What follows belongs to an exercise in optimizing a design on an open flow for small area, a short achievable clock period and few clock cycles; a production flow would make more cautious choices.

## red
==> flow/design.v <==
module RiscvSingleCycle_riscv_core (
    input var logic clk,
    input var logic rst,  
    output var logic [32-1:0] imem_addr ,
    input  var logic [32-1:0] imem_rdata,
    output var logic [32-1:0] dmem_addr ,
    output var logic [32-1:0] dmem_wdata,
    input  var logic [32-1:0] dmem_rdata,
    output var logic          dmem_we   ,
    output var logic          dmem_re
);
    logic [31:1]       fpc;     
    logic [31:1]       pc;      
    logic [31:0]       ir;      
    logic [15:1]       valid;   
    logic [15:1][31:0] regs;
    logic [3:0]        cnt;     
    logic [32:0]       hi;
    logic [31:0]       lo;
    logic              wb_we, wb_ld;    
    logic [3:0]        wb_rd;
    logic [31:0]       wb_val;          
    logic [31:0]       dm_addr;
    logic              dm_we, dm_re;
    logic is_lui, is_auipc, is_jal, is_jalr, is_br, is_ld, is_st, is_opimm, is_op, is_m, is_alur;
    logic use_b, sub, use1, use2;
    logic [2:0] f3;
    logic [3:0] rs1, rs2, rd;
    always_comb f3  = ir[14:12];
    always_comb rs1 = ir[18:15];
    always_comb rs2 = ir[23:20];
    always_comb rd  = ir[10:7];
    logic [31:0] imm_i, imm_s, imm_b, imm_u, imm_j;
    always_comb begin
        imm_i = {{20{ir[31]}}, ir[31:20]};
        imm_s = {{20{ir[31]}}, ir[31:25], ir[11:7]};
        imm_b = {{19{ir[31]}}, ir[31], ir[7], ir[30:25], ir[11:8], 1'b0};
        imm_u = {ir[31:12], 12'h0};
        imm_j = {{11{ir[31]}}, ir[31], ir[19:12], ir[20], ir[30:21], 1'b0};
    end
    logic [31:0] rs1v, rs2v;
    logic        ld_stall;
    always_comb begin
        rs1v = '0;
        rs2v = '0;
        for (int i = 1; i < 16; i++) begin
            rs1v = rs1v | (regs[i] & {32{valid[i] && rs1 == 4'(i)}});
            rs2v = rs2v | (regs[i] & {32{valid[i] && rs2 == 4'(i)}});
        end
        if (wb_we && wb_rd == rs1) rs1v = wb_val;
        if (wb_we && wb_rd == rs2) rs2v = wb_val;
        ld_stall = wb_we && wb_ld && ((use1 && wb_rd == rs1) || (use2 && wb_rd == rs2));
    end
    logic [31:0] alu_b, bx, sum, alu_res, shr, shl, sh_in;
    logic        cout, ltu, lts, eq, taken, ca;
    logic signed [32:0] sh_sin, sh_full;
    always_comb begin
        alu_b = use_b ? rs2v : (is_st ? imm_s : imm_i);
        bx    = alu_b ^ {32{sub}};
        ca    = sub;
        for (int i = 0; i < 32; i++) begin
            sum[i] = rs1v[i] ^ bx[i] ^ ca;
            ca     = (rs1v[i] & bx[i]) | (rs1v[i] & ca) | (bx[i] & ca);
        end
        cout  = ca;
        ltu   = !cout;
        lts   = (rs1v[31] ^ alu_b[31]) ? rs1v[31] : sum[31];
        eq    = rs1v == alu_b;
        case (f3)
            3'b000:  taken = eq;
            3'b001:  taken = !eq;
            3'b100:  taken = lts;
            3'b101:  taken = !lts;
            3'b110:  taken = ltu;
            3'b111:  taken = !ltu;
            default: taken = 1'b0;
        endcase
        for (int i = 0; i < 32; i++) sh_in[i] = f3[2] ? rs1v[i] : rs1v[31-i];
        sh_sin  = {f3[2] && ir[30] && rs1v[31], sh_in};
        sh_full = sh_sin >>> alu_b[4:0];
        shr     = sh_full[31:0];
        for (int i = 0; i < 32; i++) shl[i] = shr[31-i];
        case (f3)
            3'b000:  alu_res = sum;
            3'b001:  alu_res = shl;
            3'b010:  alu_res = {31'h0, lts};
            3'b011:  alu_res = {31'h0, ltu};
            3'b100:  alu_res = rs1v ^ alu_b;
            3'b101:  alu_res = shr;
            3'b110:  alu_res = rs1v | alu_b;
            default: alu_res = rs1v & alu_b;
        endcase
    end
    logic        first, m_short, mul_last, d_zero, d_big, div_last, m_last, is_div;
    logic        sa, sb, dsigned, a_neg, b_neg;
    logic [32:0] hi_in, a33, mul_hi;
    logic [31:0] lo_in, mul_lo, mul_res, a_mag, dv, r, q, res_pre, div_res, mdu_res;
    logic [37:0] mstep, op0, op1, op2, op3, op4, s1, c1, s2, c2, s3, c3;
    logic        neg3, cc;
    logic [32:0] x;
    logic [33:0] t;
    logic        neg, orx;
    always_comb begin
        is_div   = f3[2];
        first    = cnt == 4'd0;
        sa       = f3[1] ^ f3[0];             
        sb       = f3[1:0] == 2'b01;          
        dsigned  = !f3[0];                    
        a_neg    = dsigned && rs1v[31];
        b_neg    = dsigned && rs2v[31];
        m_short  = rs1v == 32'h0 || (sb ? (rs2v[31:3] == 29'h0 || rs2v[31:3] == 29'h1FFFFFFF) : rs2v[31:4] == 28'h0);
        mul_last = m_short || cnt == 4'd7;
        d_zero   = rs2v == 32'h0;
        d_big    = b_neg ? rs2v[31:28] != 4'hF : rs2v[31:28] != 4'h0;
        div_last = d_zero || (d_big ? cnt == 4'd1 : cnt == 4'd15);
        m_last   = is_div ? div_last : mul_last;
        orx = 1'b0;
        for (int i = 0; i < 32; i++) begin
            a_mag[i] = rs1v[i] ^ (a_neg & orx);
            orx      = orx | rs1v[i];
        end
        if (!first) begin
            hi_in = hi;
            lo_in = lo;
        end else if (!is_div) begin
            hi_in = 33'h0;
            lo_in = rs2v;
        end else if (d_big) begin
            hi_in = {5'h0, a_mag[31:4]};
            lo_in = {a_mag[3:0], 28'h0};
        end else begin
            hi_in = 33'h0;
            lo_in = a_mag;
        end
        a33  = {sa && rs1v[31], rs1v};
        neg3 = sb && mul_last && lo_in[3];
        op0  = {{5{hi_in[32]}}, hi_in};
        op1  = {{5{a33[32]}}, a33} & {38{lo_in[0]}};
        op2  = {{4{a33[32]}}, a33, 1'b0} & {38{lo_in[1]}};
        op3  = {{3{a33[32]}}, a33, 2'b0} & {38{lo_in[2]}};
        op4  = (({{2{a33[32]}}, a33, 3'b0} ^ {38{neg3}}) | {35'h0, {3{neg3}}}) & {38{lo_in[3]}};
        s1   = op0 ^ op1 ^ op2;
        c1   = {(op0[36:0] & op1[36:0]) | (op0[36:0] & op2[36:0]) | (op1[36:0] & op2[36:0]), 1'b0};
        s2   = s1 ^ c1 ^ op3;
        c2   = {(s1[36:0] & c1[36:0]) | (s1[36:0] & op3[36:0]) | (c1[36:0] & op3[36:0]), 1'b0};
        s3   = s2 ^ c2 ^ op4;
        c3   = {(s2[36:0] & c2[36:0]) | (s2[36:0] & op4[36:0]) | (c2[36:0] & op4[36:0]), neg3};
        cc   = 1'b0;
        for (int i = 0; i < 38; i++) begin
            mstep[i] = s3[i] ^ c3[i] ^ cc;
            cc       = (s3[i] & c3[i]) | (s3[i] & cc) | (c3[i] & cc);
        end
        mul_hi   = mstep[36:4];
        mul_lo   = {mstep[3:0], lo_in[31:4]};
        if (f3[1:0] == 2'b00) mul_res = m_short ? mstep[31:0] : mul_lo;
        else                  mul_res = m_short ? {{26{mstep[37]}}, mstep[37:32]} : mul_hi[31:0];
        dv = rs2v ^ {32{!b_neg}};
        r  = hi_in[31:0];
        q  = lo_in;
        for (int s = 0; s < 2; s++) begin
            x = {r, q[31]};
            t = {1'b0, x} + {1'b0, 1'b1, dv} + {33'h0, !b_neg};
            q = {q[30:0], t[33]};
            r = t[33] ? t[31:0] : x[31:0];
        end
        res_pre = f3[1] ? r : q;
        neg     = f3[1] ? a_neg : a_neg ^ b_neg;
        if (d_zero) div_res = f3[1] ? rs1v : 32'hFFFFFFFF;
        else begin
            orx = 1'b0;
            for (int i = 0; i < 32; i++) begin
                div_res[i] = res_pre[i] ^ (neg & orx);
                orx        = orx | res_pre[i];
            end
        end
        mdu_res = is_div ? div_res : mul_res;
    end
    logic [31:0] pcf, pcadd, pimm, target, fnext, wd;
    logic        stall, redirect, we, cp;
    always_comb begin
        pcf   = {pc, 1'b0};
        pimm  = is_br ? imm_b : (is_jal ? imm_j : imm_u);
        cp    = 1'b0;
        for (int i = 0; i < 32; i++) begin
            pcadd[i] = pcf[i] ^ pimm[i] ^ cp;
            cp       = (pcf[i] & pimm[i]) | (pcf[i] & cp) | (pimm[i] & cp);
        end
        stall    = ld_stall || (is_m && !m_last);
        redirect = is_jal || is_jalr || (is_br && taken);
        target   = is_jalr ? {sum[31:1], 1'b0} : pcadd;
        cp = 1'b1;
        for (int i = 2; i < 32; i++) begin
            fnext[i] = fpc[i] ^ cp;
            cp       = fpc[i] & cp;
        end
        fnext[1:0] = {fpc[1], 1'b0};
        we = is_lui || is_auipc || is_jal || is_jalr || is_opimm || is_alur || (is_m && m_last);
        if (is_lui)                   wd = imm_u;
        else if (is_auipc)            wd = pcadd;
        else if (is_jal || is_jalr)   wd = {fpc, 1'b0};
        else if (is_m)                wd = mdu_res;
        else                          wd = alu_res;
    end
    logic [6:0] nopc;
    logic [2:0] nf3;
    logic n_lui, n_auipc, n_jal, n_jalr, n_br, n_ld, n_st, n_opimm, n_op, n_m, n_alur, n_use_b, n_sub, n_use1, n_use2;
    always_comb begin
        nopc     = imem_rdata[6:0];
        nf3      = imem_rdata[14:12];
        n_lui    = nopc == 7'b0110111;
        n_auipc  = nopc == 7'b0010111;
        n_jal    = nopc == 7'b1101111;
        n_jalr   = nopc == 7'b1100111;
        n_br     = nopc == 7'b1100011;
        n_ld     = nopc == 7'b0000011;
        n_st     = nopc == 7'b0100011;
        n_opimm  = nopc == 7'b0010011;
        n_op     = nopc == 7'b0110011;
        n_m      = n_op && imem_rdata[31:25] == 7'b0000001;
        n_alur   = n_op && !n_m;
        n_use_b  = n_op || n_br;
        n_sub    = n_br || ((n_op || n_opimm) && nf3[2:1] == 2'b01) || (n_alur && nf3 == 3'b000 && imem_rdata[30]);
        n_use1   = n_jalr || n_br || n_ld || n_st || n_opimm || n_op;
        n_use2   = n_br || n_st || n_op;
    end
    always_comb imem_addr  = {fpc, 1'b0};
    always_comb dmem_addr  = dm_addr;
    always_comb dmem_wdata = wb_val;
    always_comb dmem_we    = dm_we;
    always_comb dmem_re    = dm_re;
    always_ff @ (posedge clk, negedge rst) begin
        if (!rst) begin
            fpc   <= '0;
            {is_lui, is_auipc, is_jal, is_jalr, is_br, is_ld, is_st, is_opimm, is_op, is_m, is_alur, use_b, sub, use1, use2} <= '0;
            cnt   <= 4'd0;
            wb_we <= 1'b0;
            wb_ld <= 1'b0;
            dm_we <= 1'b0;
            dm_re <= 1'b0;
            valid <= '0;
        end else begin
            if (!stall) begin
                fpc <= redirect ? target[31:1] : fnext[31:1];
                {is_lui, is_auipc, is_jal, is_jalr, is_br, is_ld, is_st, is_opimm, is_op, is_m, is_alur, use_b, sub, use1, use2} <=
                    redirect ? '0 :
                    {n_lui, n_auipc, n_jal, n_jalr, n_br, n_ld, n_st, n_opimm, n_op, n_m, n_alur, n_use_b, n_sub, n_use1, n_use2};
            end
            cnt   <= (is_m && !ld_stall && !m_last) ? cnt + 4'd1 : 4'd0;
            wb_we <= !stall && rd != 4'd0 && (we || is_ld);
            wb_ld <= !stall && is_ld;
            dm_we <= !stall && is_st;
            dm_re <= !stall && is_ld;
            if (wb_we) valid[wb_rd] <= 1'b1;
        end
    end
    always_ff @ (posedge clk) begin
        if (!stall) begin
            ir <= imem_rdata;
            pc <= fpc;
        end
        wb_rd   <= rd;
        wb_val  <= is_st ? rs2v : wd;
        dm_addr <= sum;
        hi      <= is_div ? {1'b0, r} : mul_hi;
        lo      <= is_div ? q : mul_lo;
        if (wb_we) regs[wb_rd] <= wb_ld ? dmem_rdata : wb_val;
    end
endmodule
Settings: LEC_CHECK=0, CAP_MARGIN=20, CORE_MARGIN=2, CORE_UTILIZATION=30, PLACE_DENSITY=0.4, SLEW_MARGIN=20; clock period 150.0 ns.
run.sh (not shown) runs the stock make flow with config.mk's settings and CLKGATE_MAP_FILE= SYNTH_SCRIPT=/design/flow/synth_recipe.tcl, a recipe that flattens the netlist after the stock synthesis.
Input-level comparison between purple and red:
--- a/flow/design.v
+++ b/flow/design.v
@@ -8,17 +8,15 @@
     input  var logic [32-1:0] dmem_rdata,
     output var logic          dmem_we   ,
     output var logic          dmem_re
 );
     logic [31:1]       fpc;     
-    logic [31:1]       pc;      
     logic [31:0]       ir;      
     logic [15:1]       valid;   
     logic [15:1][31:0] regs;
     logic [3:0]        cnt;     
-    logic [32:0]       hi;
-    logic [31:0]       lo;
+    logic              hi32;    
     logic              wb_we, wb_ld;    
     logic [3:0]        wb_rd;
     logic [31:0]       wb_val;          
     logic [31:0]       dm_addr;
     logic              dm_we, dm_re;
@@ -118,12 +116,12 @@
         for (int i = 0; i < 32; i++) begin
             a_mag[i] = rs1v[i] ^ (a_neg & orx);
             orx      = orx | rs1v[i];
         end
         if (!first) begin
-            hi_in = hi;
-            lo_in = lo;
+            hi_in = {hi32, dm_addr};
+            lo_in = wb_val;
         end else if (!is_div) begin
             hi_in = 33'h0;
             lo_in = rs2v;
         end else if (d_big) begin
             hi_in = {5'h0, a_mag[31:4]};
@@ -173,19 +171,25 @@
                 orx        = orx | res_pre[i];
             end
         end
         mdu_res = is_div ? div_res : mul_res;
     end
-    logic [31:0] pcf, pcadd, pimm, target, fnext, wd;
+    logic [31:0] pcf, pcadd, pimm, pimm4, target, fnext, wd;
     logic        stall, redirect, we, cp;
     always_comb begin
-        pcf   = {pc, 1'b0};
+        pcf   = {fpc, 1'b0};
         pimm  = is_br ? imm_b : (is_jal ? imm_j : imm_u);
+        pimm4[1:0] = pimm[1:0];
+        cp    = 1'b1;
+        for (int i = 2; i < 32; i++) begin
+            pimm4[i] = pimm[i] ^ cp;
+            cp       = cp & !pimm[i];
+        end
         cp    = 1'b0;
         for (int i = 0; i < 32; i++) begin
-            pcadd[i] = pcf[i] ^ pimm[i] ^ cp;
-            cp       = (pcf[i] & pimm[i]) | (pcf[i] & cp) | (pimm[i] & cp);
+            pcadd[i] = pcf[i] ^ pimm4[i] ^ cp;
+            cp       = (pcf[i] & pimm4[i]) | (pcf[i] & cp) | (pimm4[i] & cp);
         end
         stall    = ld_stall || (is_m && !m_last);
         redirect = is_jal || is_jalr || (is_br && taken);
         target   = is_jalr ? {sum[31:1], 1'b0} : pcadd;
         cp = 1'b1;
@@ -252,17 +256,17 @@
             dm_re <= !stall && is_ld;
             if (wb_we) valid[wb_rd] <= 1'b1;
         end
     end
     always_ff @ (posedge clk) begin
-        if (!stall) begin
-            ir <= imem_rdata;
-            pc <= fpc;
-        end
+        if (!stall) ir <= imem_rdata;
         wb_rd   <= rd;
-        wb_val  <= is_st ? rs2v : wd;
-        dm_addr <= sum;
-        hi      <= is_div ? {1'b0, r} : mul_hi;
-        lo      <= is_div ? q : mul_lo;
+        if (is_m && !m_last) begin
+            wb_val  <= is_div ? q : mul_lo;
+            {hi32, dm_addr} <= is_div ? {1'b0, r} : mul_hi;
+        end else begin
+            wb_val  <= is_st ? rs2v : wd;
+            dm_addr <= sum;
+        end
         if (wb_we) regs[wb_rd] <= wb_ld ? dmem_rdata : wb_val;
     end
 endmodule
## What came out
- purple finished every stage and its layout cleared the timing, DRC and antenna checks.
- Worst hold slack, purple and red, lower one = red.
- Final setup slack of the worst path: purple and red compared, higher one is red
- Non-clock buffer count, purple vs red: up by a few percent
- Global-route met2 utilization sits lower in purple than in red.
- Re signal arrival time at the worst endpoint: purple is 150 ps up on red.
Function was not checked in any run of this note: the RTL went through the layout flow alone.

port drivers added, routing unchanged:
Ports are ideal in the flow. The routed layouts listed here were re-timed in OpenROAD. Step 1 (the two cells are an assumption about what drives the block):
set clk [get_ports {clk}]
set_driving_cell -lib_cell sky130_fd_sc_hd__clkbuf_16 $clk
set_driving_cell -lib_cell sky130_fd_sc_hd__buf_2 [delete_from_list [all_inputs] $clk]
Step 2 adds t to the input delays and takes it off the output delays; t is the mean of the earliest and latest rising clock arrival at the registers after step 1. Input paths then give back, and output paths get back, about the clock's delay inside the block. a / b / c = ideal / step 1 / step 2; a / b = the first two.
run | shift t [ns] | setup WS [ns] | clock arrival spread, ns | slew at the worst register clock pin (ns)
red | 0.837 | 117.791 / 117.701 / 118.086 | 0.049 / 0.049 | 0.09 / 0.09
purple | 0.826 | 117.644 / 117.562 / 118.055 | 0.051 / 0.051 | 0.09 / 0.09
After both steps setup and hold are still met in every run listed.
